What follows belongs to an exercise in optimizing a design on an open flow for small area; a production flow would make more cautious choices. RTL that was checked went through simulation tests only; none was proved equivalent to the original. Function not checked in run 3: the RTL went through the layout flow alone. Power figures rest on the tool's default switching activity, not on a simulated workload. The flow treats the clock pin as an ideal source, which a real chip does not have.

<file path="design/flow/design.v">
module aoi222 (input a1, a2, b1, b2, c1, c2, output y);
   assign y = ~((a1 & a2) | (b1 & b2) | (c1 & c2));
endmodule
module ao221 (input a1, a2, b1, b2, c, output y);
   assign y = (a1 & a2) | (b1 & b2) | c;
endmodule
module read_col (input [31:0] sel, input [31:0] d, output y);
   logic [9:0] t;
   logic [2:0] u;
   for (genvar k = 0; k < 10; k++) begin : g_t
      aoi222 u_t (.a1(sel[3*k]), .a2(d[3*k]), .b1(sel[3*k+1]), .b2(d[3*k+1]),
                  .c1(sel[3*k+2]), .c2(d[3*k+2]), .y(t[k]));
   end
   assign u[0] = ~&t[3:0];
   assign u[1] = ~&t[7:4];
   assign u[2] = ~&t[9:8];
   ao221 u_last (.a1(sel[30]), .a2(d[30]), .b1(sel[31]), .b2(d[31]), .c(|u), .y(y));
endmodule
module row_match (input [31:0] q, input [31:0] s, input v, output m);
   assign m = v & (q == s);
endmodule
module cam #(parameter WIDTH = 32, parameter ADDR_WIDTH = 5)
  (
   input                         clk_i,
   input                         rst_i,
   input                         read_enable_i,
   input  [ADDR_WIDTH - 1 : 0]   read_index_i,
   input                         write_enable_i,
   input  [ADDR_WIDTH - 1 : 0]   write_index_i,
   input  [WIDTH - 1 : 0]        write_data_i,
   input                         search_enable_i,
   input  [WIDTH - 1 : 0]        search_data_i,
   output logic                  read_valid_o,
   output logic [WIDTH - 1 : 0]  read_value_o,
   output logic                  search_valid_o,
   output logic [ADDR_WIDTH - 1 : 0] search_index_o
   );
   localparam DEPTH = 1 << ADDR_WIDTH;
   logic [DEPTH - 1 : 0][WIDTH - 1 : 0] mem;
   logic [WIDTH - 1 : 0][DEPTH - 1 : 0] mem_t;
   logic [DEPTH - 1 : 0] valid;
   logic [DEPTH - 1 : 0] wen;
   logic [DEPTH - 1 : 0] rsel;
   logic [DEPTH - 1 : 0] match;
   generate
      for (genvar j = 0; j < DEPTH; j++) begin : g_row
         assign wen[j] = write_enable_i & (write_index_i == j);
         always_ff @(posedge clk_i)
           if (wen[j]) mem[j] <= write_data_i;
         always_ff @(posedge clk_i)
           if (rst_i) valid[j] <= 1'b0;
           else if (wen[j]) valid[j] <= 1'b1;
         assign rsel[j]  = (read_index_i == j);
         row_match u_match (.q(mem[j]), .s(search_data_i), .v(valid[j]), .m(match[j]));
         for (genvar b = 0; b < WIDTH; b++) begin : g_t
            assign mem_t[b][j] = mem[j][b];
         end
      end
      for (genvar b = 0; b < WIDTH; b++) begin : g_col
         read_col u_col (.sel(rsel), .d(mem_t[b]), .y(read_value_o[b]));
      end
   endgenerate
   assign read_valid_o = |(rsel & valid);
   always_comb begin
      search_valid_o = search_enable_i & (|match);
      search_index_o = '0;
      for (int j = DEPTH - 1; j >= 0; j--)
        if (match[j]) search_index_o = j[ADDR_WIDTH - 1 : 0];
   end
endmodule
</file>
<file path="design/flow/flow/run.sh">
#!/bin/bash
# Own flow: the standard layout (standard.sh), with these changes:
#  - the port buffers are sky130 buf_2 cells instead of the resizer's default
#  - clock tree: larger sink clusters on clkbuf_16, no dummy loads
# Each step's full output goes to the ORFS logs under orfs/logs/, and
# standard.sh's own output to standard.log in this folder.
set -euo pipefail
export BUFFER_PORTS_ARGS="-buffer_cell sky130_fd_sc_hd__buf_2"
export CTS_ARGS="-sink_clustering_enable -repair_clock_nets -sink_clustering_size 30 -sink_clustering_max_diameter 90 -buf_list sky130_fd_sc_hd__clkbuf_16 -dont_use_dummy_load"
bash standard.sh finish > standard.log 2>&1
</file>
<file path="design/flow/standard.sh">
#!/bin/bash
# synth_recipe.tcl (not shown) runs the flow's synth.tcl, then flattens the netlist and writes it again
# the make line also repeats each setting of config.mk as NAME=value (left out here)
make -C /OpenROAD-flow-scripts/flow DESIGN_CONFIG=/design/flow/config.mk WORK_HOME=/design/flow/orfs CLKGATE_MAP_FILE= SYNTH_SCRIPT=/design/flow/synth_recipe.tcl "${@:-finish}"
</file>
<file path="design/flow/config.mk">
export PLATFORM = sky130hd
export DESIGN_NAME = cam
export DESIGN_NICKNAME = cam
export VERILOG_FILES = /design/flow/design.v
export SDC_FILE = /design/flow/constraint.sdc
export NUM_CORES = 4
export LEC_CHECK = 0
export CAP_MARGIN = 0
export CORE_MARGIN = 2
export CORE_UTILIZATION = 60
export SETUP_SLACK_MARGIN = 0.3
export SLEW_MARGIN = 0
export SYNTH_HIERARCHICAL = 1
export SYNTH_MINIMUM_KEEP_SIZE = 0
</file>
<file path="design/flow/constraint.sdc">
create_clock -name core_clock -period 10.0 [get_ports {clk_i}]
set_input_delay 2.0000 -clock core_clock [delete_from_list [all_inputs] [get_ports {clk_i}]]
set_output_delay 2.0000 -clock core_clock [all_outputs]
set_load 0.01 [all_outputs]
</file>
==> impl_results.rst, run 1 <==
.. list-table::
   :header-rows: 1

   * - Metric
     - Value
   * - Run status
     - finished clean
   * - CP arrival
     - 5.97 ns
   * - GRT met3 Usage
     - 5.166%
   * - Sequential element share of the synthesized area
     - 64.67%
   * - Final TNS setup
     - 0 ns
   * - Primary flip-flop cell chosen by synthesis mapping
     - edfxtp_1
   * - Count of unresolved DRC violations after routing
     - 0
   * - Remaining Overflow, GRT
     - 0
   * - Worst path most repeated cell
     - buf_2
   * - All-Layer GR Usage
     - between 30% and 40%
   * - Crit Path Max Fanout
     - 18
   * - Fraction of synthesis flops using an asynchronous set or reset pin
     - 0%
   * - Root Driver
     - clkbuf_16
   * - Buffers on Ports
     - ~120
   * - Data required time at the worst endpoint
     - around 8.0 ns
   * - Worst min-delay path category
     - reg -> reg
   * - Sum of routed wire length over all layers
     - about 150 mm
   * - Postcts setup bufs
     - 0
   * - Met2 usage in global routing
     - between 60 and 70%
   * - Non-filler cells, final
     - roughly 4.5k
   * - Count of cells along the worst register-to-register path
     - 2
   * - Count of maximum capacitance violations
     - 0
   * - Met1 Track Usage GR
     - between 40% and 50%
   * - Top Ports
     - 118
   * - Total CTS buffers
     - 43
   * - Fraction of layout cells with a size suffix above 1
     - between 10% and 20%
   * - Number of buffers added to fix hold violations after cts
     - 0
   * - Critical path endpoint
     - search_index_o[0]
   * - Max Slew Vio Count
     - 0
   * - Core ar.
     - between 0.08 and 0.09 mm²
   * - Number of hold-slack violations in the final timing report
     - 0
   * - Layout Skew
     - 0 ns
   * - Register bit total from synthesis
     - between 1k and 1.5k
   * - Starting density of the core
     - roughly 60%
   * - Area of placed instances
     - approximately 0.051 mm²
   * - Global placer's final weighted congestion
     - approximately 1
   * - Power density of the placed cells
     - roughly 150 mW/mm²
   * - Maximum vdd drop
     - 0.1877 mV
   * - Unrepaired setup endpoints after global routing
     - false
   * - Post-route fraction of the period consumed by the critical path
     - 79.67%
   * - Synth warn
     - 7
   * - Avg Inst Size Synth
     - 14.96 µm²
   * - Inst Count DP
     - between 4k and 5k
   * - Post-Synthesis Cell Area
     - between 0.04 and 0.05 mm²
   * - Worst setup slack for register-to-register paths
     - 9.23 ns
   * - Relative slew slack
     - approximately 14%
   * - Standard-cell rows
     - 104
   * - Wire length of the first global-routing pass
     - ~210 mm
   * - Cell-by-cell listing of the critical path
     - buf_2 -> buf_4 -> xor2_1 -> nor4_1 -> nand4_1 -> nor3_2 -> a21oi_1 -> o21ai_0 -> o221ai_1 -> a221oi_1 -> buf_2
   * - Largest cells by area after synthesis
     - edfxtp_1 (63%), xor2_1 (18%), a222oi_1 (6.6%), nor4_1 (3.0%), dfxtp_1 (1.3%)
   * - PostCTS Resize Cnt
     - 0
   * - Syn Inst Count
     - roughly 3.2k
   * - Synth top area share
     - between 60% and 70%
   * - Chip Height
     - around 290 µm
   * - Actual slew at the worst max-slew pin
     - ~1.3 ns
   * - Lkg Pwr
     - between 15 and 20 nW
   * - Final HPWL from detailed placement
     - just over 100 mm
   * - Area added between synthesis and finish
     - 7.909%
   * - Clock-pin slew of the registers on the worst-case setup and hold paths
     - around 0.10 ns
   * - Crit path capture type
     - primary output
   * - Post-layout net count
     - 3552
   * - Endpoint of the most critical register-to-register path
     - valid[30]
   * - Peak Freq
     - between 100 and 150 MHz
   * - Total die area
     - between 0.08 and 0.09 mm²
   * - Number of fill cells
     - a little under 6k
   * - Overall die width
     - ~290 µm
   * - DRC violation total after the first TritonRoute iteration
     - around 5.1k
   * - CTS tree
     - built
   * - Bufs and invs on worst path
     - 3
   * - Number of flops mapped to enable cells by yosys
     - just over 1k
   * - CTS H-tree depth
     - 2
   * - Gate family responsible for the most delay along the worst path
     - simple AND/OR/NAND/NOR gates
   * - Start-to-end type of the worst setup path
     - in -> out
   * - First-pass detailed-route iteration total
     - 10
   * - Clock sink count
     - 1056
   * - Routed via count divided by cell count
     - between 7 and 8
   * - Cell with the biggest individual delay on the critical path
     - nor4_1
   * - Number of antenna violations at the first check in global routing
     - 9
   * - Peak per-stage delay on the critical path
     - 0.81 ns
   * - Routed vias
     - between 30k and 40k
   * - Worst reg2reg path startpoint
     - valid[30]
   * - Critical Path Source
     - search_data_i[1]
   * - Clock tree buffer depth
     - 3
   * - Setup crit start kind
     - primary input
   * - Pin count of the biggest net entering global routing
     - 34
   * - Cell type contributing the most total cell area after synthesis
     - edfxtp_1
   * - Number of global-route vias before repair
     - about 31k
   * - Average wire per standard cell
     - roughly 33 µm
   * - Hold path depth
     - 2
   * - Cell with the most instances after synthesis
     - edfxtp_1
   * - Setup violators final
     - 0
   * - Number of cells on the critical path
     - 11
   * - Minimum clock period after layout
     - 7.967 ns
   * - Final non-filler cell area
     - approximately 0.052 mm²
   * - Post-synth cell types
     - 49
   * - Gr busiest metal
     - met2
   * - Clock insertion delay at the later pin of the skew report
     - between 0.6 and 0.7 ns
   * - Number of nets still failing antenna checks after routing
     - 0
   * - Cell types with the highest counts after synthesis
     - edfxtp_1 (1024), xor2_1 (992), a222oi_1 (320)
==> metal layers <==
| metal | vias to the layer above | part of all wire (%) |
|---|---|---|
| li1 | 13570 | - |
| met1 | 16120 | 37 |
| met2 | 1799 | 49 |
| met3 | 278 | 9.6 |
| met4 | 10 | 4.3 |
| met5 | - | 0.043 |
==> flip-flops by register name, summed over array words and instances (netlist names) <==
signal	count
mem	1024
valid	32
==> worst min path at each step <==
stage	start	end	slack (ns)
after floorplan	valid[25]	valid[25]	0.45
after global placement	valid[8]	valid[8]	0.48
after detailed placement	valid[8]	valid[8]	0.49
after CTS	valid[8]	valid[8]	0.51
after global routing	valid[7]	valid[7]	0.55
final	valid[8]	valid[8]	0.51
==> Yosys stat by module, one instance, submodules excluded <==
module     flops+latches  copies in the design
ao221                  0                    32
aoi222                 0                   320
cam                 1056                     1
read_col               0                    32
row_match              0                    32
==> worst min-delay path, cell delays in order (launching register included) <==
cell,delay [ns]
dfxtp_1,0.34
nor2_1,0.10
nor2_1,0.04
==> layout make-up <==
class / count / area, µm² / area share, %
Sequential cell: 1056 / 31390 / 59.93
Multi-Input combinational cell: 2161 / 17310 / 33.05
Tap cell: 1060 / 1326 / 2.532
Timing Repair Buffer: 204 / 1241 / 2.370
Clock buffer: 43 / 1076 / 2.054
Inverter: 7 / 26.28 / 0.05017
Antenna cell: 2 / 5.005 / 0.009556
==> cells in the final DEF (no fill, tap or decap), types with 4 or more instances in the layout <==
master        n
inv_1         7
buf_2       116
or2_2         4
o31ai_1       4
a31oi_1       6
a221o_1      32
nand4_1      97
xor2_1      992
nor2_1       78
nor2_4       24
dfxtp_1      32
nor3_2       40
nor4b_1       4
nand3b_1      8
buf_4        88
xnor2_1      32
nor4_1      230
edfxtp_1   1024
nor3b_1       7
clkbuf_16    43
nor3_1       40
or3_1        34
nor2_2       32
nand2b_1      7
o21ai_0       6
nand2_1      52
a222oi_1    320
a21oi_1       9
nand3_1      70
==> per-stage QoR <==
| stage | hold WS [ns] | power [W] | util [%] | setup slack, ns |
|---|---|---|---|---|
| 2_1_floorplan | 0.4541 | 0.005336 | - | 3.562 |
| 3_3_place_gp | 0.4828 | 0.005696 | 63.89 | 2.187 |
| 3_5_place_dp | 0.4906 | 0.005714 | 63.89 | 2.216 |
| 4_1_cts | 0.5101 | 0.007680 | 65.23 | 2.205 |
| 5_1_grt | 0.5521 | 0.007860 | 65.23 | 2.035 |
| 6_report | 0.5110 | 0.007675 | 65.24 | 2.033 |
==> kinds of logic (layout without fill, tap and decap cells) <==
family	after synthesis	count (layout)	share of synthesized area, %
flip-flops	1056	1056	64.67
XOR/XNOR	1024	1024	18.48
AND/OR/NAND/NOR	737	737	8.564
AO/OA/AOI/OAI	397	397	7.932
buffers and inverters	28	254	0.2810
multiplexers	3	3	0.07217
other	0	2	0
==> report_power, final <==
part           leakage (nW)  switching, W  internal, W  total (W)
logic                  7.10      0.000478     0.000213   0.000691
registers              9.48     0.0000333      0.00490    0.00493
clock network         0.530       0.00127     0.000777    0.00205
==> inputs of run 2 (changes only) <==
--- a/design/flow/flow/run.sh
+++ b/design/flow/flow/run.sh
@@ -8,3 +8,3 @@
 export BUFFER_PORTS_ARGS="-buffer_cell sky130_fd_sc_hd__buf_2"
-export CTS_ARGS="-sink_clustering_enable -repair_clock_nets -sink_clustering_size 30 -sink_clustering_max_diameter 90 -buf_list sky130_fd_sc_hd__clkbuf_16 -dont_use_dummy_load"
+export CTS_ARGS="-sink_clustering_enable -repair_clock_nets -sink_clustering_size 34 -sink_clustering_max_diameter 70 -buf_list sky130_fd_sc_hd__clkbuf_16 -dont_use_dummy_load"
 bash standard.sh finish > standard.log 2>&1
--- a/design/flow/config.mk
+++ b/design/flow/config.mk
@@ -9,3 +9,3 @@
 export CORE_MARGIN = 2
-export CORE_UTILIZATION = 60
+export CORE_UTILIZATION = 67
 export SETUP_SLACK_MARGIN = 0.3
==> run 2 against run 1 <==
Sequential cell count unchanged. Largest cell class unchanged. Die area down 10%. Fmax down 0.50%. Critical endpoint unchanged. Via count up 1.5%. Synthesized cell count unchanged. Synthesized area unchanged. Clock skew unchanged.
==> impl_results.rst, run 2 <==
.. list-table::
   :header-rows: 1

   * - Metric
     - Value
   * - Average wire per standard cell
     - approximately 33 µm
   * - Count of maximum capacitance violations
     - 0
   * - Maximum vdd drop
     - approximately 0.22 mV
   * - Primary flip-flop cell chosen by synthesis mapping
     - edfxtp_1
   * - Register bit total from synthesis
     - around 1.1k
   * - All-Layer GR Usage
     - between 30% and 40%
   * - Internal power summed over all cells
     - approximately 0.006 W
   * - Relative slew slack
     - between 15 and 20%
   * - Gate family responsible for the most delay along the worst path
     - simple AND/OR/NAND/NOR gates
   * - Post-Synthesis Cell Area
     - about 0.049 mm²
   * - Peak per-stage delay on the critical path
     - just under 0.8 ns
   * - Total CTS buffers
     - a little under 50
   * - Remaining Overflow, GRT
     - 0
   * - Top register by number of flip-flops
     - mem
   * - Crit Path Max Fanout
     - 32
   * - Overall die width
     - around 270 µm
   * - Fraction of layout cells with a size suffix above 1
     - 10.09%
   * - Post-route fraction of the period consumed by the critical path
     - 80.07%
   * - Cell-by-cell listing of the critical path
     - buf_2 -> xor2_1 -> nor4_1 -> nand4_1 -> nor3_2 -> nor2b_1 -> o21bai_1 -> a221oi_1 -> o221ai_1 -> a221oi_1 -> buf_2
   * - Sequential group share of total power
     - between 60% and 70%
   * - Root Driver
     - clkbuf_16
   * - Starting density of the core
     - around two thirds
   * - Critical Path Source
     - search_data_i[7]
   * - Sum of routed wire length over all layers
     - 144.5 mm
   * - Lkg Pwr
     - 17.15 nW
   * - Start-to-end type of the worst setup path
     - in -> out
   * - Clock sink count
     - around 1.1k
   * - Routed vias
     - 32.24k
   * - Clock tree buffer depth
     - 3
   * - Synth warn
     - 7
   * - Worst min-delay path category
     - reg -> reg
   * - CTS H-tree depth
     - 2
   * - Largest registers
     - mem (1024), valid (32)
   * - Bufs and invs on worst path
     - 2
   * - Layout Skew
     - 0 ns
   * - PostCTS Resize Cnt
     - 0
   * - CTS tree
     - built
   * - Final TNS setup
     - 0 ns
   * - Power density of the placed cells
     - 148.5 mW/mm²
   * - Wire length of the first global-routing pass
     - roughly 210 mm
   * - Sequential element share of the synthesized area
     - 64.67%
   * - Max Slew Vio Count
     - 0
   * - Cell with the most instances after synthesis
     - edfxtp_1
   * - Hold wc startpoint
     - valid[31]
   * - Peak Freq
     - ~120 MHz
   * - Net Switching
     - 0.001783 W
   * - Cell with the biggest individual delay on the critical path
     - buf_2
   * - Top Ports
     - roughly 120
   * - Number of nets still failing antenna checks after routing
     - 0
   * - DRC violation total after the first TritonRoute iteration
     - 5614
   * - Unrepaired setup endpoints after global routing
     - false
   * - Clock Power Share
     - 27.7%
   * - Pin count of the biggest net entering global routing
     - 35
   * - Most common library cell in the layout ignoring fill and taps
     - edfxtp_1
   * - Final HPWL from detailed placement
     - 98.00 mm
   * - Cell type contributing the most total cell area after synthesis
     - edfxtp_1
   * - Count of unresolved DRC violations after routing
     - 0
   * - Combinational share of power
     - 8.8%
   * - Setup violators final
     - 0
   * - Number of global-route vias before repair
     - 31.23k
   * - Area added between synthesis and finish
     - 7.842%
   * - Global placer's final weighted congestion
     - 1.011
   * - Worst setup slack for register-to-register paths
     - just over 9 ns
   * - Crit path capture type
     - primary output
   * - Minimum clock period after layout
     - 8.007 ns
   * - Buffers on Ports
     - between 100 and 150
   * - Number of antenna violations at the first check in global routing
     - 11
   * - Setup crit start kind
     - primary input
   * - First-pass detailed-route iteration total
     - 9
   * - Postcts setup bufs
     - 0
   * - Clock insertion delay at the later pin of the skew report
     - 0.63 ns
   * - Standard-cell rows
     - 98
   * - Post-synth cell types
     - 49
   * - Post-layout net count
     - roughly 3.6k
   * - Fraction of synthesis flops using an asynchronous set or reset pin
     - 0%
   * - Number of hold-slack violations in the final timing report
     - 0
   * - Most frequent cells in the layout
     - edfxtp_1 (1024), xor2_1 (992), a222oi_1 (320)
   * - Core Util, Final
     - between 70 and 80%
   * - Cell types with the highest counts after synthesis
     - edfxtp_1 (1024), xor2_1 (992), a222oi_1 (320)
   * - Number of flip-flops under the largest register name
     - 1024
   * - Chip Height
     - 273.2 µm
   * - Run status
     - finished clean
   * - Total die area
     - about 0.075 mm²
   * - Data required time at the worst endpoint
     - 8.00 ns
   * - Avg Inst Size Synth
     - about 15 µm²
   * - Actual slew at the worst max-slew pin
     - 1.260 ns
   * - Number of flops mapped to enable cells by yosys
     - around 1k
   * - Routed via count divided by cell count
     - about 7.3
   * - Synth top area share
     - a little under two thirds
   * - Clock-pin slew of the registers on the worst-case setup and hold paths
     - ~0.080 ns
   * - Syn Inst Count
     - ~3.2k
   * - Net Sw Frac
     - a little under a quarter
   * - Largest cells by area after synthesis
     - edfxtp_1 (63%), xor2_1 (18%), a222oi_1 (6.6%), nor4_1 (3.0%), dfxtp_1 (1.3%)
   * - Core ar.
     - about 0.072 mm²
   * - Worst reg2reg path startpoint
     - valid[28]
   * - Number of buffers added to fix hold violations after cts
     - 0
   * - CP arrival
     - roughly 6 ns
==> run 2: power by group through the flow <==
| stage | registers [W] | logic [W] | clock network (W) |
|---|---|---|---|
| 3_5_place_dp | 0.00503 | 0.000667 | 0 |
| 4_1_cts | 0.00493 | 0.000671 | 0.00216 |
| 3_3_place_gp | 0.00503 | 0.000648 | 0 |
| 6_report | 0.00493 | 0.000683 | 0.00215 |
| 5_1_grt | 0.00494 | 0.000717 | 0.00231 |
| 2_1_floorplan | 0.00503 | 0.000309 | 0 |
==> run 2: final timing paths <==
path	to	cells after the start
max	search_index_o[0]	11
min	valid[31]	2
max reg2reg	valid[28]	2
min reg2reg	valid[31]	2
==> run 2: cell families (layout without fill, tap and decap cells) <==
kind of cell,Yosys count,count (layout),share of synthesized area [%]
flops,1056,1056,64.67
xor+xnor,1024,1024,18.48
simple gates,737,737,8.564
compound gates,397,397,7.932
buf+inv,28,252,0.2810
mux,3,3,0.07217
other cells,0,8,0
==> run 2: area by class of cell <==
cell class | count | area (µm²)
antenna | 8 | 20.02
clock buffer | 49 | 1226
fill | 4642 | 19270
inverter | 7 | 26.28
multi-input combinational | 2161 | 17310
sequential | 1056 | 31390
tap | 950 | 1189
timing repair buffer | 196 | 1181
==> run 2: routing by layer <==
metal / vias to the layer above / routed length (µm) / global-route usage, %
li1: 13580 / - / -
met1: 16040 / 51010 / 51.40
met2: 2281 / 69240 / 63.38
met3: 326 / 16890 / 6.388
met4: 10 / 7291 / 16.05
met5: - / 45 / 0
==> run 2: metrics by stage <==
| step | power, W | worst slack (ns) | cell area [µm²] | std cells | hold WS (ns) |
|---|---|---|---|---|---|
| floorplan | 0.005336 | 3.562 | 48540 | 3245 | 0.4541 |
| global placement | 0.005678 | 2.148 | 51100 | 4370 | 0.4853 |
| detailed placement | 0.005701 | 2.103 | 51100 | 4370 | 0.4890 |
| CTS | 0.007766 | 2.085 | 52320 | 4419 | 0.5101 |
| global route | 0.007961 | 1.832 | 52330 | 4423 | 0.5239 |
| finish | 0.007770 | 1.993 | 52340 | 4427 | 0.5076 |
==> run 2: modules after synthesis (local to each module, per instance) <==
| module | copies in the design | cells | flops+latches |
|---|---|---|---|
| read_col | 32 | 4 | 0 |
| cam | 1 | 1357 | 1056 |
| row_match | 32 | 44 | 0 |
| ao221 | 32 | 1 | 0 |
| aoi222 | 320 | 1 | 0 |
==> run 2: worst reg2reg max path, delay by kind of cell (launching register included) <==
kind / cells / cell delay, ns
DFF: 1 / 0.53
and+or+nand+nor: 2 / 0.18
==> inputs of run 3 (changes only) <==
--- a/design/flow/design.v
+++ b/design/flow/design.v
@@ -18,4 +18,4 @@
 endmodule
-module row_match (input [31:0] q, input [31:0] s, input v, output m);
-   assign m = v & (q == s);
+module row_match (input [31:0] q, input [31:0] s, input v, output m_n);
+   assign m_n = ~(v & (q == s));
 endmodule
@@ -43,3 +43,5 @@
    logic [DEPTH - 1 : 0] rsel;
+   logic [DEPTH - 1 : 0] match_n;
    logic [DEPTH - 1 : 0] match;
+   assign match = ~match_n;
    generate
@@ -53,3 +55,3 @@
          assign rsel[j]  = (read_index_i == j);
-         row_match u_match (.q(mem[j]), .s(search_data_i), .v(valid[j]), .m(match[j]));
+         row_match u_match (.q(mem[j]), .s(search_data_i), .v(valid[j]), .m_n(match_n[j]));
          for (genvar b = 0; b < WIDTH; b++) begin : g_t
--- a/design/flow/flow/run.sh
+++ b/design/flow/flow/run.sh
@@ -8,3 +8,3 @@
 export BUFFER_PORTS_ARGS="-buffer_cell sky130_fd_sc_hd__buf_2"
-export CTS_ARGS="-sink_clustering_enable -repair_clock_nets -sink_clustering_size 34 -sink_clustering_max_diameter 70 -buf_list sky130_fd_sc_hd__clkbuf_16 -dont_use_dummy_load"
+export CTS_ARGS="-sink_clustering_enable -repair_clock_nets -sink_clustering_size 30 -sink_clustering_max_diameter 90 -buf_list sky130_fd_sc_hd__clkbuf_16 -dont_use_dummy_load"
 bash standard.sh finish > standard.log 2>&1
==> run 3 against run 2 <==
Cell area fell by 0.78%. Via count fell by 0.63%. Sequential power barely moved. Critical endpoint is now search_index_o[1]. Clock skew did not move. Largest cell class unchanged. Global-route usage fell by 0.087 points. Clock power fell by 7%. Still clean. Register-to-register slack barely moved.
==> impl_results.rst, run 3 <==
.. list-table::
   :header-rows: 1

   * - Metric
     - Value
   * - Run status
     - finished clean
   * - Peak per-stage delay on the critical path
     - between 0.8 and 0.9 ns
   * - Routed vias
     - about 32k
   * - Post-Synthesis Cell Area
     - 0.04839 mm²
   * - CP arrival
     - approximately 6.2 ns
   * - Setup crit start kind
     - primary input
   * - Wire length of the first global-routing pass
     - ~200 mm
   * - Pin count of the biggest net entering global routing
     - 34
   * - Top register by number of flip-flops
     - mem
   * - Area added between synthesis and finish
     - 7.323%
   * - PostCTS Resize Cnt
     - 0
   * - Largest registers
     - mem (1024), valid (32)
   * - Maximum vdd drop
     - between 0.1 and 0.15 mV
   * - Synth warn
     - 7
   * - Root Driver
     - clkbuf_16
   * - Worst min-delay path category
     - reg -> reg
   * - Fraction of synthesis flops using an asynchronous set or reset pin
     - 0%
   * - Avg Inst Size Synth
     - roughly 15 µm²
   * - Peak Freq
     - between 100 and 150 MHz
   * - Starting density of the core
     - between 60% and 70%
   * - Primary flip-flop cell chosen by synthesis mapping
     - edfxtp_1
   * - Final TNS setup
     - 0 ns
   * - Number of flops mapped to enable cells by yosys
     - roughly 1.0k
   * - CTS H-tree depth
     - 2
   * - Cell type contributing the most total cell area after synthesis
     - edfxtp_1
   * - Count of unresolved DRC violations after routing
     - 0
   * - Number of antenna violations at the first check in global routing
     - 11
   * - Chip Height
     - ~270 µm
   * - Remaining Overflow, GRT
     - 0
   * - Post-route fraction of the period consumed by the critical path
     - 82.40%
   * - First-pass detailed-route iteration total
     - 9
   * - Most frequent cells in the layout
     - edfxtp_1 (1024), xnor2_1 (896), a222oi_1 (320)
   * - Sum of routed wire length over all layers
     - around 140 mm
   * - Fraction of layout cells with a size suffix above 1
     - roughly 8.8%
   * - Data required time at the worst endpoint
     - approximately 8 ns
   * - Minimum clock period after layout
     - around 8.2 ns
   * - Unrepaired setup endpoints after global routing
     - false
   * - Postcts setup bufs
     - 0
   * - Syn Inst Count
     - approximately 3.2k
   * - Crit Path Max Fanout
     - 32
   * - Clock tree buffer depth
     - 3
   * - Synth top area share
     - around 64%
   * - Number of global-route vias before repair
     - 30.82k
   * - Start-to-end type of the worst setup path
     - in -> out
   * - Adder-cell share of the synthesized area
     - 0%
   * - Clock insertion delay at the later pin of the skew report
     - roughly 0.61 ns
   * - Count of maximum capacitance violations
     - 0
   * - Global placer's final weighted congestion
     - between 0.9 and 1
   * - Cell with the biggest individual delay on the critical path
     - a311oi_1
   * - Max Slew Vio Count
     - 0
   * - Core ar.
     - 0.07149 mm²
   * - DRC violation total after the first TritonRoute iteration
     - approximately 5.8k
   * - Standard-cell rows
     - about 100
   * - Largest cells by area after synthesis
     - edfxtp_1 (64%), xnor2_1 (16%), a222oi_1 (6.6%), nand4_1 (3.4%), xor2_1 (2.3%)
   * - Power density of the placed cells
     - approximately 150 mW/mm²
   * - Cell-by-cell listing of the critical path
     - buf_2 -> xnor2_1 -> nand4_1 -> nor4_1 -> nand3_1 -> nand2_1 -> a311oi_1 -> a311oi_1 -> o31ai_1 -> a21oi_1 -> buf_2
   * - Lkg Pwr
     - 15.47 nW
   * - Top Ports
     - ~120
   * - Overall die width
     - around 270 µm
   * - Number of flip-flops under the largest register name
     - between 1k and 1.5k
   * - Placement-stage worst setup slack
     - ~2.2 ns
   * - Final HPWL from detailed placement
     - 96.39 mm
   * - Post-layout net count
     - 3520
   * - Number of fill cells
     - around 4.7k
   * - Synth Area in XOR/XNOR
     - 18.53%
   * - Largest family of logic cells by synthesized area
     - XOR/XNOR gates
   * - Clock-pin slew of the registers on the worst-case setup and hold paths
     - around 0.12 ns
   * - Sequential element share of the synthesized area
     - ~65%
   * - Actual slew at the worst max-slew pin
     - between 1 and 1.5 ns
   * - Buffers on Ports
     - 116
   * - All-Layer GR Usage
     - between 30% and 40%
   * - Setup violators final
     - 0
   * - Area taken by flip-flops and latches
     - around 0.031 mm²
   * - Relative slew slack
     - between 10% and 20%
   * - Register bit total from synthesis
     - 1056
   * - Mux share of post-synthesis cell area
     - less than 1%
   * - Average wire per standard cell
     - around 33 µm
   * - Cell with the most instances after synthesis
     - edfxtp_1
   * - Number of nets still failing antenna checks after routing
     - 0
   * - CTS tree
     - built
   * - Total die area
     - between 0.07 and 0.08 mm²
   * - Synth Area in Compound Gates
     - under 10%
   * - Total CTS buffers
     - between 40 and 50
   * - Crit path capture type
     - primary output
   * - Multi-input gate area
     - 0.01716 mm²
   * - Number of buffers added to fix hold violations after cts
     - 0
   * - Area share of and/or/nand/nor cells after synthesis
     - 8.256%
   * - Clock sink count
     - approximately 1.1k
   * - Number of hold-slack violations in the final timing report
     - 0
   * - Layout Skew
     - 0 ns
   * - Cell types with the highest counts after synthesis
     - edfxtp_1 (1024), xnor2_1 (896), a222oi_1 (320)
   * - Final worst setup slack
     - 1.760 ns
   * - Most common library cell in the layout ignoring fill and taps
     - edfxtp_1
   * - Post-synth cell types
     - between 50 and 60
   * - Routed via count divided by cell count
     - approximately 7.3
==> run 3: cell types whose count changed after synthesis, moves of 31 or more <==
cell,before,now
xor2_1,992,128
nor4_1,230,67
nor3_2,32,0
nand4_1,97,266
xnor2_1,32,896
and3_1,2,33
==> run 3: cell type report <==
| type | instances | area share, % |
|---|---|---|
| diodes | 4 | 0.01927 |
| flip-flops and latches | 1056 | 60.44 |
| well taps | 950 | 2.289 |
| multi-input cells | 2147 | 33.05 |
| repair buffers | 185 | 2.115 |
| clock buffers | 42 | 2.024 |
| inverters | 9 | 0.06505 |
==> run 3: report_power, final <==
group / internal [W] / switching (W) / total [W]
clock: 0.000761 / 0.00125 / 0.00201
combinational: 0.000256 / 0.000470 / 0.000726
sequential: 0.00490 / 0.0000339 / 0.00493
==> run 3: through the flow <==
| step | util, % | instance area (µm²) | cells | power, W | hold WS [ns] |
|---|---|---|---|---|---|
| 2_1_floorplan | - | 48390 | 3229 | 0.005381 | 0.4455 |
| 3_3_place_gp | 71.16 | 50870 | 4347 | 0.005722 | 0.4788 |
| 3_5_place_dp | 71.16 | 50870 | 4347 | 0.005745 | 0.4894 |
| 4_1_cts | 72.63 | 51920 | 4389 | 0.007669 | 0.5110 |
| 5_1_grt | 72.65 | 51930 | 4392 | 0.007862 | 0.5279 |
| 6_report | 72.65 | 51930 | 4393 | 0.007674 | 0.5120 |
==> run 3: worst paths after layout <==
path / from / end / slack [ns] / cells past startpoint
max reg2reg: valid[22] / valid[22] / 9.25 / 1
min reg2reg: valid[30] / valid[30] / 0.51 / 2
min: valid[30] / valid[30] / 0.51 / 2
max: search_data_i[11] / search_index_o[1] / 1.76 / 11
==> run 3: worst max-delay path: cells and delay by family <==
kind / cells / cell delay (ns)
AND/OR/NAND/NOR: 4 / 1.57
AO/OA/AOI/OAI: 4 / 1.45
XOR/XNOR: 1 / 0.19
buffers and inverters: 2 / 1.00
==> run 3: per-layer routing <==
metal  up-vias  wire length, µm  GRT usage, %  part of all wire (%)
met4        12             7374         16.89                   5.1
li1      13490                -             -                     -
met3       331            16730         6.695                    12
met1     15990            50550         50.57                    35
met5         -               66             0                 0.046
met2      2209            69280         63.38                    48
==> run 3: Yosys stat by module (local to each module, per instance) <==
module	cells inside	area (µm²)	times used
read_col	4	22.52	32
ao221	1	10.01	32
cam	1341	32900	1
row_match	44	351.6	32
aoi222	1	10.01	320
==> run 3: kinds of logic (layout without fill, tap and decap cells) <==
family	after synthesis	in the layout
other	0	4
AO/OA/AOI/OAI	391	391
AND/OR/NAND/NOR	724	724
multiplexers	8	8
buffers and inverters	26	236
XOR/XNOR	1024	1024
flip-flops	1056	1056
==> inputs of run 4 (changes only) <==
--- a/design/flow/design.v
+++ b/design/flow/design.v
@@ -17,2 +17,16 @@
    ao221 u_last (.a1(sel[30]), .a2(d[30]), .b1(sel[31]), .b2(d[31]), .c(|u), .y(y));
+endmodule
+module sel_and2 (input a, input b, output y);
+   assign y = a & b;
+endmodule
+module cam_decoder (input en, input [4:0] idx, output logic [31:0] dec);
+   logic [3:0] lo;
+   logic [7:0] hi;
+   always_comb begin
+      for (int k = 0; k < 4; k++) lo[k] = en & (idx[1:0] == k);
+      for (int k = 0; k < 8; k++) hi[k] = (idx[4:2] == k);
+   end
+   for (genvar j = 0; j < 32; j++) begin : g_dec
+      sel_and2 u_and (.a(lo[j % 4]), .b(hi[j / 4]), .y(dec[j]));
+   end
 endmodule
@@ -48,3 +62,2 @@
       for (genvar j = 0; j < DEPTH; j++) begin : g_row
-         assign wen[j] = write_enable_i & (write_index_i == j);
          always_ff @(posedge clk_i)
@@ -54,3 +67,2 @@
            else if (wen[j]) valid[j] <= 1'b1;
-         assign rsel[j]  = (read_index_i == j);
          row_match u_match (.q(mem[j]), .s(search_data_i), .v(valid[j]), .m_n(match_n[j]));
@@ -64,2 +76,4 @@
    endgenerate
+   cam_decoder u_wdec (.en(write_enable_i), .idx(write_index_i), .dec(wen));
+   cam_decoder u_rdec (.en(1'b1), .idx(read_index_i), .dec(rsel));
    assign read_valid_o = |(rsel & valid);
--- a/design/flow/config.mk
+++ b/design/flow/config.mk
@@ -9,3 +9,3 @@
 export CORE_MARGIN = 2
-export CORE_UTILIZATION = 67
+export CORE_UTILIZATION = 75
 export SETUP_SLACK_MARGIN = 0.3
==> run 4 against run 3 <==
Still clean on timing, DRC and antenna. Clock power hardly changed. Setup slack better by 0.33 ns. Cell area is 0.91% lower. Wire length is 0.68% lower. Sequential power hardly changed. Synthesized area is 0.20% lower. Sequential cell count stayed put. Hold slack stayed put. First-iteration DRC count is 10% higher. Critical path depth stayed put. Critical path type unchanged.
==> impl_results.rst, run 4 <==
.. list-table::
   :header-rows: 1

   * - Metric
     - Value
   * - Sequential element share of the synthesized area
     - 65.00%
   * - Data required time at the worst endpoint
     - around 8.0 ns
   * - CP arrival
     - roughly 5.9 ns
   * - Average wire per standard cell
     - about 34 µm
   * - Cell with the most instances after synthesis
     - edfxtp_1
   * - Layout Skew
     - 0 ns
   * - Clock sink count
     - 1056
   * - Register bit total from synthesis
     - between 1k and 1.5k
   * - Start-to-end type of the worst setup path
     - in -> out
   * - Total CTS buffers
     - 41
   * - Number of antenna violations at the first check in global routing
     - 9
   * - Relative slew slack
     - between 15 and 20%
   * - Setup crit start kind
     - primary input
   * - Root Driver
     - clkbuf_16
   * - Synth top area share
     - 63.67%
   * - Synth warn
     - 8
   * - Clock insertion delay at the later pin of the skew report
     - 0.62 ns
   * - Fraction of synthesis flops using an asynchronous set or reset pin
     - 0%
   * - Largest cells by area after synthesis
     - edfxtp_1 (64%), xnor2_1 (16%), a222oi_1 (6.6%), nand4_1 (3.5%), xor2_1 (2.3%)
   * - Most common library cell in the layout ignoring fill and taps
     - edfxtp_1
   * - Overall die width
     - 257.8 µm
   * - Setup violators final
     - 0
   * - Avg Inst Size Synth
     - around 15 µm²
   * - Number of flops mapped to enable cells by yosys
     - ~1k
   * - Number of global-route vias before repair
     - 31.71k
   * - Starting density of the core
     - about three quarters
   * - Crit Path Max Fanout
     - 17
   * - Routed vias
     - roughly 33k
   * - Number of flip-flops under the largest register name
     - a little over 1k
   * - Unrepaired setup endpoints after global routing
     - false
   * - Sum of routed wire length over all layers
     - 143.0 mm
   * - Wire length of the first global-routing pass
     - approximately 210 mm
   * - Area taken by flip-flops and latches
     - 0.03139 mm²
   * - Clock tree buffer depth
     - 3
   * - Post-route fraction of the period consumed by the critical path
     - about four fifths
   * - Buffers on Ports
     - about 120
   * - Multi-input gate area
     - around 0.017 mm²
   * - Most frequent cells in the layout
     - edfxtp_1 (1024), xnor2_1 (896), a222oi_1 (320)
   * - Area added between synthesis and finish
     - 6.563%
   * - Global placer's final weighted congestion
     - around 1.0
   * - Top register by number of flip-flops
     - mem
   * - Lkg Pwr
     - roughly 16 nW
   * - Primary flip-flop cell chosen by synthesis mapping
     - edfxtp_1
   * - Routed via count divided by cell count
     - between 7 and 8
   * - Remaining Overflow, GRT
     - 0
   * - Peak Freq
     - roughly 130 MHz
   * - Post-layout net count
     - approximately 3.5k
   * - Number of buffers added to fix hold violations after cts
     - 0
   * - Count of unresolved DRC violations after routing
     - 0
   * - Core Util, Final
     - approximately 80%
   * - Count of maximum capacitance violations
     - 0
   * - Syn Inst Count
     - between 3k and 4k
   * - Postcts setup bufs
     - 0
   * - Number of nets still failing antenna checks after routing
     - 0
   * - CTS tree
     - built
   * - Cell type contributing the most total cell area after synthesis
     - edfxtp_1
   * - Crit path capture type
     - primary output
   * - Actual slew at the worst max-slew pin
     - between 1 and 1.5 ns
   * - Worst min-delay path category
     - reg -> reg
   * - All-Layer GR Usage
     - between 40% and 50%
   * - Power density of the placed cells
     - 147.0 mW/mm²
   * - Fraction of layout cells with a size suffix above 1
     - under 10%
   * - Number of fill cells
     - roughly 3.4k
   * - Post-synth cell types
     - 47
   * - Clock-pin slew of the registers on the worst-case setup and hold paths
     - 0.11 ns
   * - First-pass detailed-route iteration total
     - 10
   * - Largest registers
     - mem (1024), valid (32)
   * - Minimum clock period after layout
     - around 8 ns
   * - Maximum vdd drop
     - ~0.18 mV
   * - Total die area
     - approximately 0.066 mm²
   * - Top Ports
     - 118
   * - Post-Synthesis Cell Area
     - a little under 0.05 mm²
   * - Number of hold-slack violations in the final timing report
     - 0
   * - Standard-cell rows
     - between 90 and 100
   * - PostCTS Resize Cnt
     - 0
   * - DRC violation total after the first TritonRoute iteration
     - 6397
   * - Core ar.
     - roughly 0.064 mm²
   * - Final HPWL from detailed placement
     - 94.29 mm
   * - Pin count of the biggest net entering global routing
     - 34
   * - Chip Height
     - between 200 and 300 µm
   * - Run status
     - finished clean
   * - CTS H-tree depth
     - 2
   * - Final TNS setup
     - 0 ns
   * - Max Slew Vio Count
     - 0
   * - Cell types with the highest counts after synthesis
     - edfxtp_1 (1024), xnor2_1 (896), a222oi_1 (320)
[run 4: changes by cell type after synthesis, moves of 9 or more]
cell and delta:
and2_1 +63, nand2_1 -9, a22oi_1 +15, nor3_1 -10, nand3_1 -9, nor2_1 -55
[run 4: path summary, 6_finish.rpt]
check	from	to	depth (start not counted)	slack, ns
worst max-delay path	search_data_i[4]	search_index_o[1]	11	2.09
worst max register to register	valid[20]	valid[20]	2	9.24
worst min-delay path	valid[10]	valid[10]	2	0.51
worst min register to register	valid[10]	valid[10]	2	0.51
[run 4: final cells by class]
type                       count  share of cell area (%)
sequential                  1056                   61.00
inverter                       6                 0.04376
multi-input combinational   2122                   32.86
clock buffer                  41                   1.994
tap                          855                   2.079
antenna                        7                 0.03404
timing repair buffer         175                   1.989
[run 4: critical path: stages]
cell and delay, ns:
buf_2 0.42, buf_4 0.43, xnor2_1 0.16, nand4_1 0.27, nor4_1 0.68, nand3_1 0.30, a31oi_1 0.27, o211ai_1 0.10
a311oi_1 0.73, o22ai_1 0.30, buf_2 0.21
[run 4: per-stage QoR]
step	cell area (µm²)	power (W)	setup slack [ns]	cells	hold slack [ns]
5_1_grt	51460	0.007732	2.253	4260	0.5259
2_1_floorplan	48300	0.005337	4.232	3187	0.4549
3_3_place_gp	50420	0.005637	2.452	4214	0.4724
6_report	51460	0.007565	2.090	4262	0.5120
3_5_place_dp	50420	0.005664	2.380	4214	0.4878
4_1_cts	51440	0.007541	2.353	4255	0.5092
[run 4: metal layers]
metal	vias to the layer above	wire, µm	track usage, %	share of wire, %
met5	-	45	0	0.031
li1	13370	-	-	-
met1	16050	47280	56.63	33
met4	4	9218	21.72	6.4
met2	2722	67440	69.71	47
met3	479	19020	7.813	13
[run 4: cell families after synthesis]
group | count (synthesis) | share of synthesized area [%]
AO/OA/AOI/OAI | 391 | 7.910
XOR/XNOR | 1024 | 18.57
buffers and inverters | 9 | 0.06995
flip-flops | 1056 | 65.00
other | 1 | 0.007765
AND/OR/NAND/NOR | 703 | 8.439
[run 4: power breakdown]
part	internal (W)	switching, W
Clock	0.000743	0.00124
Sequential	0.00490	0.0000348
Combinational	0.000232	0.000416
Total	0.00588	0.00169
[run 4: modules after synthesis (local to each module, per instance)]
module       flip-flops and latches  times used  cells
ao221                             0          32      1
aoi222                            0         320      1
cam                            1056           1   1208
cam_decoder                       0           2     12
read_col                          0          32      4
row_match                         0          32     44
sel_and2                          0          64      1
==> inputs of run 5 (changes only) <==
--- a/design/flow/config.mk
+++ b/design/flow/config.mk
@@ -9,3 +9,3 @@
 export CORE_MARGIN = 2
-export CORE_UTILIZATION = 75
+export CORE_UTILIZATION = 67
 export SETUP_SLACK_MARGIN = 0.3
==> run 5 against run 4 <==
Sequential cell count unchanged. Still clean. Largest cell class unchanged. Sequential power is essentially flat. Setup slack improved by 0.23 ns. Fmax increased by 3.0%. Critical path type unchanged. Die area up 12%.
==> impl_results.rst, run 5 <==
.. list-table::
   :header-rows: 1

   * - Metric
     - Value
   * - Data required time at the worst endpoint
     - 8.00 ns
   * - Post-synth cell types
     - 47
   * - Fraction of synthesis flops using an asynchronous set or reset pin
     - 0%
   * - Top register by number of flip-flops
     - mem
   * - Pin count of the biggest net entering global routing
     - 34
   * - Number of global-route vias before repair
     - between 30k and 40k
   * - Post-Synthesis Cell Area
     - between 0.04 and 0.05 mm²
   * - Cell types with the highest counts after synthesis
     - edfxtp_1 (1024), xnor2_1 (896), a222oi_1 (320)
   * - Final TNS setup
     - 0 ns
   * - PostCTS Resize Cnt
     - 0
   * - Remaining Overflow, GRT
     - 0
   * - Clock sink count
     - roughly 1.1k
   * - Root Driver
     - clkbuf_16
   * - Internal power summed over all cells
     - between 0.005 and 0.006 W
   * - Standard-cell rows
     - 98
   * - All-Layer GR Usage
     - between 30% and 40%
   * - Global placer's final weighted congestion
     - 1.005
   * - Primary flip-flop cell chosen by synthesis mapping
     - edfxtp_1
   * - Clock Power Share
     - between 20% and 30%
   * - Number of antenna violations at the first check in global routing
     - 3
   * - Non-filler cells, final
     - 4354
   * - Minimum clock period after layout
     - around 7.7 ns
   * - Post-layout net count
     - 3483
   * - Crit Path Max Fanout
     - 25
   * - Crit path capture type
     - primary output
   * - Buffers on Ports
     - 116
   * - Count of unresolved DRC violations after routing
     - 0
   * - CP arrival
     - approximately 5.7 ns
   * - Final non-filler cell area
     - around 0.052 mm²
   * - Number of flip-flops under the largest register name
     - between 1k and 1.5k
   * - DRC violation total after the first TritonRoute iteration
     - 5991
   * - Largest registers
     - mem (1024), valid (32)
   * - Clock tree buffer depth
     - 3
   * - Routed via count divided by cell count
     - 7.352
   * - Area added between synthesis and finish
     - 6.822%
   * - Area of placed instances
     - between 0.05 and 0.06 mm²
   * - Sequential element share of the synthesized area
     - roughly 65%
   * - Sum of routed wire length over all layers
     - 146.0 mm
   * - Most frequent cells in the layout
     - edfxtp_1 (1024), xnor2_1 (896), a222oi_1 (320)
   * - Unrepaired setup endpoints after global routing
     - false
   * - Final HPWL from detailed placement
     - ~96 mm
   * - CTS H-tree depth
     - 2
   * - Cell with the most instances after synthesis
     - edfxtp_1
   * - Core ar.
     - ~0.071 mm²
   * - Syn Inst Count
     - approximately 3.2k
   * - Setup violators final
     - 0
   * - Chip Height
     - ~270 µm
   * - Peak Freq
     - around 130 MHz
   * - Combinational share of power
     - under 10%
   * - Start-to-end type of the worst setup path
     - in -> out
   * - Fraction of layout cells with a size suffix above 1
     - between 7 and 8%
   * - Max Slew Vio Count
     - 0
   * - Most common library cell in the layout ignoring fill and taps
     - edfxtp_1
   * - Cell type contributing the most total cell area after synthesis
     - edfxtp_1
   * - Worst min-delay path category
     - reg -> reg
   * - Starting density of the core
     - 67.67%
   * - Relative slew slack
     - roughly 14%
   * - Avg Inst Size Synth
     - approximately 15 µm²
   * - Sequential group share of total power
     - between 60% and 70%
   * - Net Switching
     - approximately 0.0017 W
   * - Synth warn
     - 8
   * - Number of flops mapped to enable cells by yosys
     - ~1k
   * - Total die area
     - about 0.074 mm²
   * - Lkg Pwr
     - 15.58 nW
   * - Average wire per standard cell
     - about 34 µm
   * - Actual slew at the worst max-slew pin
     - about 1.3 ns
   * - Inst Count DP
     - between 4k and 5k
   * - Power density of the placed cells
     - 147.1 mW/mm²
   * - Top Ports
     - roughly 120
   * - Number of buffers added to fix hold violations after cts
     - 0
   * - First-pass detailed-route iteration total
     - 8
   * - Layout Skew
     - 0 ns
   * - Synth top area share
     - a little under two thirds
   * - Maximum vdd drop
     - roughly 0.23 mV
   * - Count of maximum capacitance violations
     - 0
   * - Post-route fraction of the period consumed by the critical path
     - 76.78%
   * - Number of nets still failing antenna checks after routing
     - 0
   * - Setup crit start kind
     - primary input
   * - Number of hold-slack violations in the final timing report
     - 0
   * - Overall die width
     - roughly 270 µm
   * - Clock insertion delay at the later pin of the skew report
     - 0.61 ns
   * - Postcts setup bufs
     - 0
   * - Clock-pin slew of the registers on the worst-case setup and hold paths
     - between 0.1 and 0.15 ns
   * - Wire length of the first global-routing pass
     - ~210 mm
   * - Net Sw Frac
     - 22.53%
   * - Overall power after layout
     - approximately 0.0076 W
   * - Routed vias
     - between 30k and 40k
   * - Largest cells by area after synthesis
     - edfxtp_1 (64%), xnor2_1 (16%), a222oi_1 (6.6%), nand4_1 (3.5%), xor2_1 (2.3%)
   * - Total CTS buffers
     - 41
   * - Run status
     - finished clean
   * - Register bit total from synthesis
     - 1056
   * - CTS tree
     - built
   * - Core Util, Final
     - 72.29%
run 5: power groups by stage:
stage	combinational [W]	clock, W	sequential (W)
2_1_floorplan	0.000311	0	0.00503
4_1_cts	0.000639	0.00201	0.00493
3_3_place_gp	0.000618	0	0.00503
6_report	0.000651	0.00200	0.00493
3_5_place_dp	0.000636	0	0.00504
5_1_grt	0.000684	0.00215	0.00494
run 5: routing by layer:
layer  vias to the layer above  track usage, %  share of wire, %
li1                      13350               -                 -
met1                     15980           52.37                35
met2                      2336           63.67                48
met3                       346           6.727                12
met4                         0           17.87               5.2
met5                         -               0                 0
run 5: logic make-up after synthesis:
group	Yosys count	share of synthesized area, %
buffers and inverters	9	0.06995
xor gates and xnor gates	1024	18.57
other	1	0.007765
DFF	1056	65.00
AOI/OAI and AO/OA	391	7.910
and+or+nand+nor	703	8.439
run 5: per-module statistics from Yosys (local to each module, per instance):
module,times used,cells
ao221,32,1
aoi222,320,1
cam,1,1208
cam_decoder,2,12
read_col,32,4
row_match,32,44
sel_and2,64,1
run 5: through the flow:
step	setup slack, ns	hold slack [ns]
after floorplan	4.232	0.4549
after global placement	2.620	0.4689
after detailed placement	2.567	0.4834
after CTS	2.552	0.5064
after global routing	2.321	0.5389
final	2.322	0.5102
run 5: final cells by class:
cell class | count | area [µm²]
Antenna cell | 2 | 5.005
Tap cell | 950 | 1189
Sequential cell | 1056 | 31390
Fill cell | 4781 | 19780
Clock buffer | 41 | 1026
Inverter | 6 | 22.52
Timing Repair Buffer | 177 | 1039
Multi-Input combinational cell | 2122 | 16920
run 5: path summary, 6_finish.rpt:
path                          start                 to  slack [ns]  depth (start not counted)
setup reg to reg          valid[20]          valid[20]        9.20                          2
setup / recovery  search_data_i[16]  search_index_o[1]        2.32                         10
hold reg to reg            valid[8]           valid[8]        0.51                          2
hold / removal             valid[8]           valid[8]        0.51                          2
run 5: critical path, cell delays in order:
cell	delay [ns]
buf_2	0.66
xnor2_1	0.19
nand4_1	0.24
nor4_1	0.69
nand3_1	0.29
a31oi_1	0.23
o211ai_1	0.10
a311oi_1	0.70
o22ai_1	0.32
buf_2	0.21
==> inputs of run 6 (changes only) <==
--- a/design/flow/flow/run.sh
+++ b/design/flow/flow/run.sh
@@ -2,3 +2,5 @@
 # Own flow: the standard layout (standard.sh), with these changes:
-#  - the port buffers are sky130 buf_2 cells instead of the resizer's default
+#  - the port buffers are sky130 buf_2 cells instead of the resizer's default,
+#    and the output ports' buffers are then made buf_1 before the
+#    post-placement repair (flow/small_output_buffers.tcl)
 #  - clock tree: larger sink clusters on clkbuf_16, no dummy loads
@@ -8,2 +10,3 @@
 export BUFFER_PORTS_ARGS="-buffer_cell sky130_fd_sc_hd__buf_2"
+export PRE_RESIZE_TCL="$(pwd)/flow/small_output_buffers.tcl"
 export CTS_ARGS="-sink_clustering_enable -repair_clock_nets -sink_clustering_size 30 -sink_clustering_max_diameter 90 -buf_list sky130_fd_sc_hd__clkbuf_16 -dont_use_dummy_load"
==> design/flow/flow/small_output_buffers.tcl (new file) <==
# Before the post-placement repair (3_4): the buffers that drive output ports
# only drive the port's pin, so make them buf_1; repair_design, which runs
# right after this, sizes up any that then violate a limit.
set block [ord::get_db_block]
set n 0
foreach bterm [$block getBTerms] {
  if { [$bterm getIoType] != "OUTPUT" } { continue }
  set net [$bterm getNet]
  foreach iterm [$net getITerms] {
    if { ![$iterm isOutputSignal] } { continue }
    set inst [$iterm getInst]
    if { [[$inst getMaster] getName] == "sky130_fd_sc_hd__buf_2" } {
      replace_cell [$inst getName] sky130_fd_sc_hd__buf_1
      incr n
    }
  }
}
puts "small_output_buffers: $n output buffers made buf_1"
==> run 6 against run 5 <==
Wire length shrank 0.46%. Combinational power shrank 0.9%. Count of clock-buffer cells in the layout is the same. Global-route usage shrank 0.18 points. Cell count is essentially flat. Clock skew is the same. Sequential share of layout area grew 0.055 points. Die area is the same. Critical path depth is the same. Sequential cell count is the same. Hold slack lost 0.0039 ns. Non-clock buffer count is the same. Critical path type unchanged.
==> impl_results.rst, run 6 <==
.. list-table::
   :header-rows: 1

   * - Metric
     - Value
   * - Hold wc startpoint
     - valid[8]
   * - Clock sink count
     - between 1k and 1.5k
   * - Average wire per standard cell
     - ~33 µm
   * - Final HPWL from detailed placement
     - between 90 and 100 mm
   * - Clock insertion delay at the later pin of the skew report
     - 0.64 ns
   * - Sum of routed wire length over all layers
     - 145.3 mm
   * - Root Driver
     - clkbuf_16
   * - Worst setup slack for register-to-register paths
     - about 9 ns
   * - Number of flip-flops under the largest register name
     - 1024
   * - Lkg Pwr
     - between 15 and 20 nW
   * - Minimum clock period after layout
     - 7.641 ns
   * - Number of hold-slack violations in the final timing report
     - 0
   * - Cell with the most instances after synthesis
     - edfxtp_1
   * - CTS H-tree depth
     - 2
   * - Top register by number of flip-flops
     - mem
   * - Wire length of the first global-routing pass
     - 207.1 mm
   * - Relative slew slack
     - between 10% and 20%
   * - Fraction of layout cells with a size suffix above 1
     - under 10%
   * - Count of maximum capacitance violations
     - 0
   * - Run status
     - finished clean
   * - Endpoint of the most critical register-to-register path
     - valid[29]
   * - DRC violation total after the first TritonRoute iteration
     - approximately 5.9k
   * - Clock-pin slew of the registers on the worst-case setup and hold paths
     - between 0.1 and 0.15 ns
   * - Cell with the biggest individual delay on the critical path
     - a311oi_1
   * - Hold path depth
     - 2
   * - Postcts setup bufs
     - 0
   * - Crit path capture type
     - primary output
   * - Avg Inst Size Synth
     - between 15 and 20 µm²
   * - Power density of the placed cells
     - about 150 mW/mm²
   * - Cell type contributing the most total cell area after synthesis
     - edfxtp_1
   * - Synth warn
     - 8
   * - Overall die width
     - about 270 µm
   * - Remaining Overflow, GRT
     - 0
   * - Number of global-route vias before repair
     - about 31k
   * - Worst Hold Endpoint
     - valid[8]
   * - Cell-by-cell listing of the critical path
     - buf_2 -> xnor2_1 -> nand4_1 -> nor4_1 -> nand3_1 -> a31oi_1 -> o211ai_1 -> a311oi_1 -> o22ai_1 -> buf_1
   * - Count of unresolved DRC violations after routing
     - 0
   * - All-Layer GR Usage
     - between 30% and 40%
   * - Syn Inst Count
     - approximately 3.2k
   * - Core ar.
     - 0.07136 mm²
   * - Total die area
     - between 0.07 and 0.08 mm²
   * - Post-route fraction of the period consumed by the critical path
     - about three quarters
   * - Count of cells along the worst register-to-register path
     - 2
   * - Clock tree buffer depth
     - 3
   * - Maximum vdd drop
     - around 0.17 mV
   * - Number of antenna violations at the first check in global routing
     - 6
   * - Fraction of synthesis flops using an asynchronous set or reset pin
     - 0%
   * - Buffers on Ports
     - roughly 120
   * - Most frequent cells in the layout
     - edfxtp_1 (1024), xnor2_1 (896), a222oi_1 (320)
   * - Post-synth cell types
     - 47
   * - Area added between synthesis and finish
     - 6.726%
   * - Register bit total from synthesis
     - between 1k and 1.5k
   * - Final TNS setup
     - 0 ns
   * - Routed via count divided by cell count
     - between 7 and 8
   * - Unrepaired setup endpoints after global routing
     - false
   * - Actual slew at the worst max-slew pin
     - 1.217 ns
   * - Peak Freq
     - roughly 130 MHz
   * - Worst reg2reg path startpoint
     - valid[29]
   * - Layout Skew
     - 0 ns
   * - Start-to-end type of the worst setup path
     - in -> out
   * - Peak per-stage delay on the critical path
     - 0.70 ns
   * - Total CTS buffers
     - 41
   * - Number of nets still failing antenna checks after routing
     - 0
   * - Post-layout net count
     - ~3.5k
   * - Area taken by flip-flops and latches
     - between 0.03 and 0.04 mm²
   * - Number of flops mapped to enable cells by yosys
     - roughly 1.0k
   * - Routed vias
     - 31.74k
   * - Post-Synthesis Cell Area
     - around 0.048 mm²
   * - Chip Height
     - between 200 and 300 µm
   * - Setup crit start kind
     - primary input
   * - Multi-input gate area
     - about 0.017 mm²
   * - Starting density of the core
     - 67.67%
   * - Sequential element share of the synthesized area
     - about 65%
   * - Cell types with the highest counts after synthesis
     - edfxtp_1 (1024), xnor2_1 (896), a222oi_1 (320)
   * - Global placer's final weighted congestion
     - about 1
   * - Synth top area share
     - between 60% and 70%
   * - CTS tree
     - built
   * - Number of fill cells
     - 4668
   * - Crit Path Max Fanout
     - 25
   * - Standard-cell rows
     - roughly 100
   * - Top Ports
     - 118
   * - First-pass detailed-route iteration total
     - 10
   * - Max Slew Vio Count
     - 0
   * - Largest cells by area after synthesis
     - edfxtp_1 (64%), xnor2_1 (16%), a222oi_1 (6.6%), nand4_1 (3.5%), xor2_1 (2.3%)
   * - Data required time at the worst endpoint
     - 8.00 ns
   * - Core Util, Final
     - 72.22%
   * - Number of buffers added to fix hold violations after cts
     - 0
   * - Pin count of the biggest net entering global routing
     - 34
   * - Largest registers
     - mem (1024), valid (32)
   * - Most common library cell in the layout ignoring fill and taps
     - edfxtp_1
   * - Primary flip-flop cell chosen by synthesis mapping
     - edfxtp_1
   * - CP arrival
     - 5.64 ns
   * - Worst min-delay path category
     - reg -> reg
   * - PostCTS Resize Cnt
     - 0
   * - Setup violators final
     - 0
[run 6: changes by cell type in the layout (fill, tap and decap cells not counted), sizes merged]
cell	delta
diode	+1
[run 6: stage by stage]
step	setup WS [ns]	cells	instance area, µm²	total power (W)	hold WS, ns
after floorplan	4.232	3187	48300	0.005337	0.4549
after global placement	2.620	4311	50550	0.005650	0.4689
after detailed placement	2.555	4311	50510	0.005666	0.4834
after CTS	2.543	4352	51530	0.007576	0.5041
after global routing	2.342	4354	51540	0.007765	0.5245
final	2.359	4355	51540	0.007581	0.5062
[run 6: final cells by class]
class	count	area share, %
diodes	3	0.01457
clock buffers	41	1.991
inverters	6	0.04370
multi-input cells	2122	32.82
flip-flops and latches	1056	60.91
well taps	950	2.306
repair buffers	177	1.920
[run 6: Yosys stat by module, one instance, submodules excluded]
module / times used / area, µm² / cells inside / flops+latches
ao221: 32 / 10.01 / 1 / 0
aoi222: 320 / 10.01 / 1 / 0
cam: 1 / 32200 / 1208 / 1056
cam_decoder: 2 / 96.34 / 12 / 0
read_col: 32 / 22.52 / 4 / 0
row_match: 32 / 351.6 / 44 / 0
sel_and2: 64 / 6.256 / 1 / 0
[run 6: metal layers]
metal | routed length [µm] | GRT usage [%] | part of all wire (%) | up-vias
met2 | 69430 | 63.33 | 48 | 2308
met4 | 7477 | 18.02 | 5.1 | 4
met1 | 50570 | 51.92 | 35 | 15740
met3 | 17820 | 6.947 | 12 | 330
li1 | - | - | - | 13360
met5 | 22 | 0 | 0.015 | -
[run 6: worst max-delay path, delay by kind of cell]
family,cells,cell delay (ns)
AO/OA/AOI/OAI,4,1.35
buffers and inverters,2,0.85
XOR/XNOR,1,0.19
AND/OR/NAND/NOR,3,1.21
[run 6: worst max path at each step]
| stage | cells past startpoint | end | slack [ns] | start |
|---|---|---|---|---|
| 2_1_floorplan | 6 | read_value_o[0] | 4.23 | read_index_i[1] |
| 3_3_place_gp | 12 | search_index_o[0] | 2.62 | search_data_i[26] |
| 3_5_place_dp | 12 | search_index_o[0] | 2.55 | search_data_i[16] |
| 4_1_cts | 12 | search_index_o[0] | 2.54 | search_data_i[16] |
| 5_1_grt | 12 | search_index_o[1] | 2.34 | search_data_i[26] |
| 6_report | 10 | search_index_o[1] | 2.36 | search_data_i[16] |
[run 6: logic make-up after synthesis]
logic type             Yosys count  synth area share (%)
AND/OR/NAND/NOR                703                 8.439
buffers and inverters            9               0.06995
AO/OA/AOI/OAI                  391                 7.910
flip-flops                    1056                 65.00
XOR/XNOR                      1024                 18.57
other                            1              0.007765
[run 6: power by group]
group	total (W)	internal, W	switching [W]
Combinational	0.000645	0.000228	0.000417
Clock	0.00200	0.000744	0.00126
Sequential	0.00493	0.00490	0.0000338
Total	0.00758	0.00587	0.00171

==> separate check: timing with driven ports <==
The flow's constraints put no driver on any port. The routed layouts listed below were extracted and timed again, unchanged, in two steps.
Step 1, drivers: a clkbuf_16 drives clk_i and a buf_2 each remaining input, both assumed.
Step 2 also shifts input and output timing later by t, the mid clock arrival at the registers, as if the neighbouring blocks saw the same clock.
a / b / c = ideal / step 1 / step 2; a / b = the first two.
run	shift t [ns]	setup WS [ns]	worst setup path after step 2	cell pins on the clock port's net
run 1	0.702	2.033 / 2.007 / 2.007	input to output	1
run 2	0.700	1.993 / 1.970 / 1.970	input to output	1
run 3	0.692	1.760 / 1.735 / 1.735	input to output	1
run 4	0.683	2.090 / 2.066 / 2.066	input to output	1
run 5	0.697	2.322 / 2.298 / 2.298	input to output	1
run 6	0.697	2.359 / 2.336 / 2.336	input to output	1
After both steps every run listed still meets setup and hold. For run 1, which loses most, drivers alone change the setup slack by -0.026 ns; drivers and shift together by -0.026 ns.
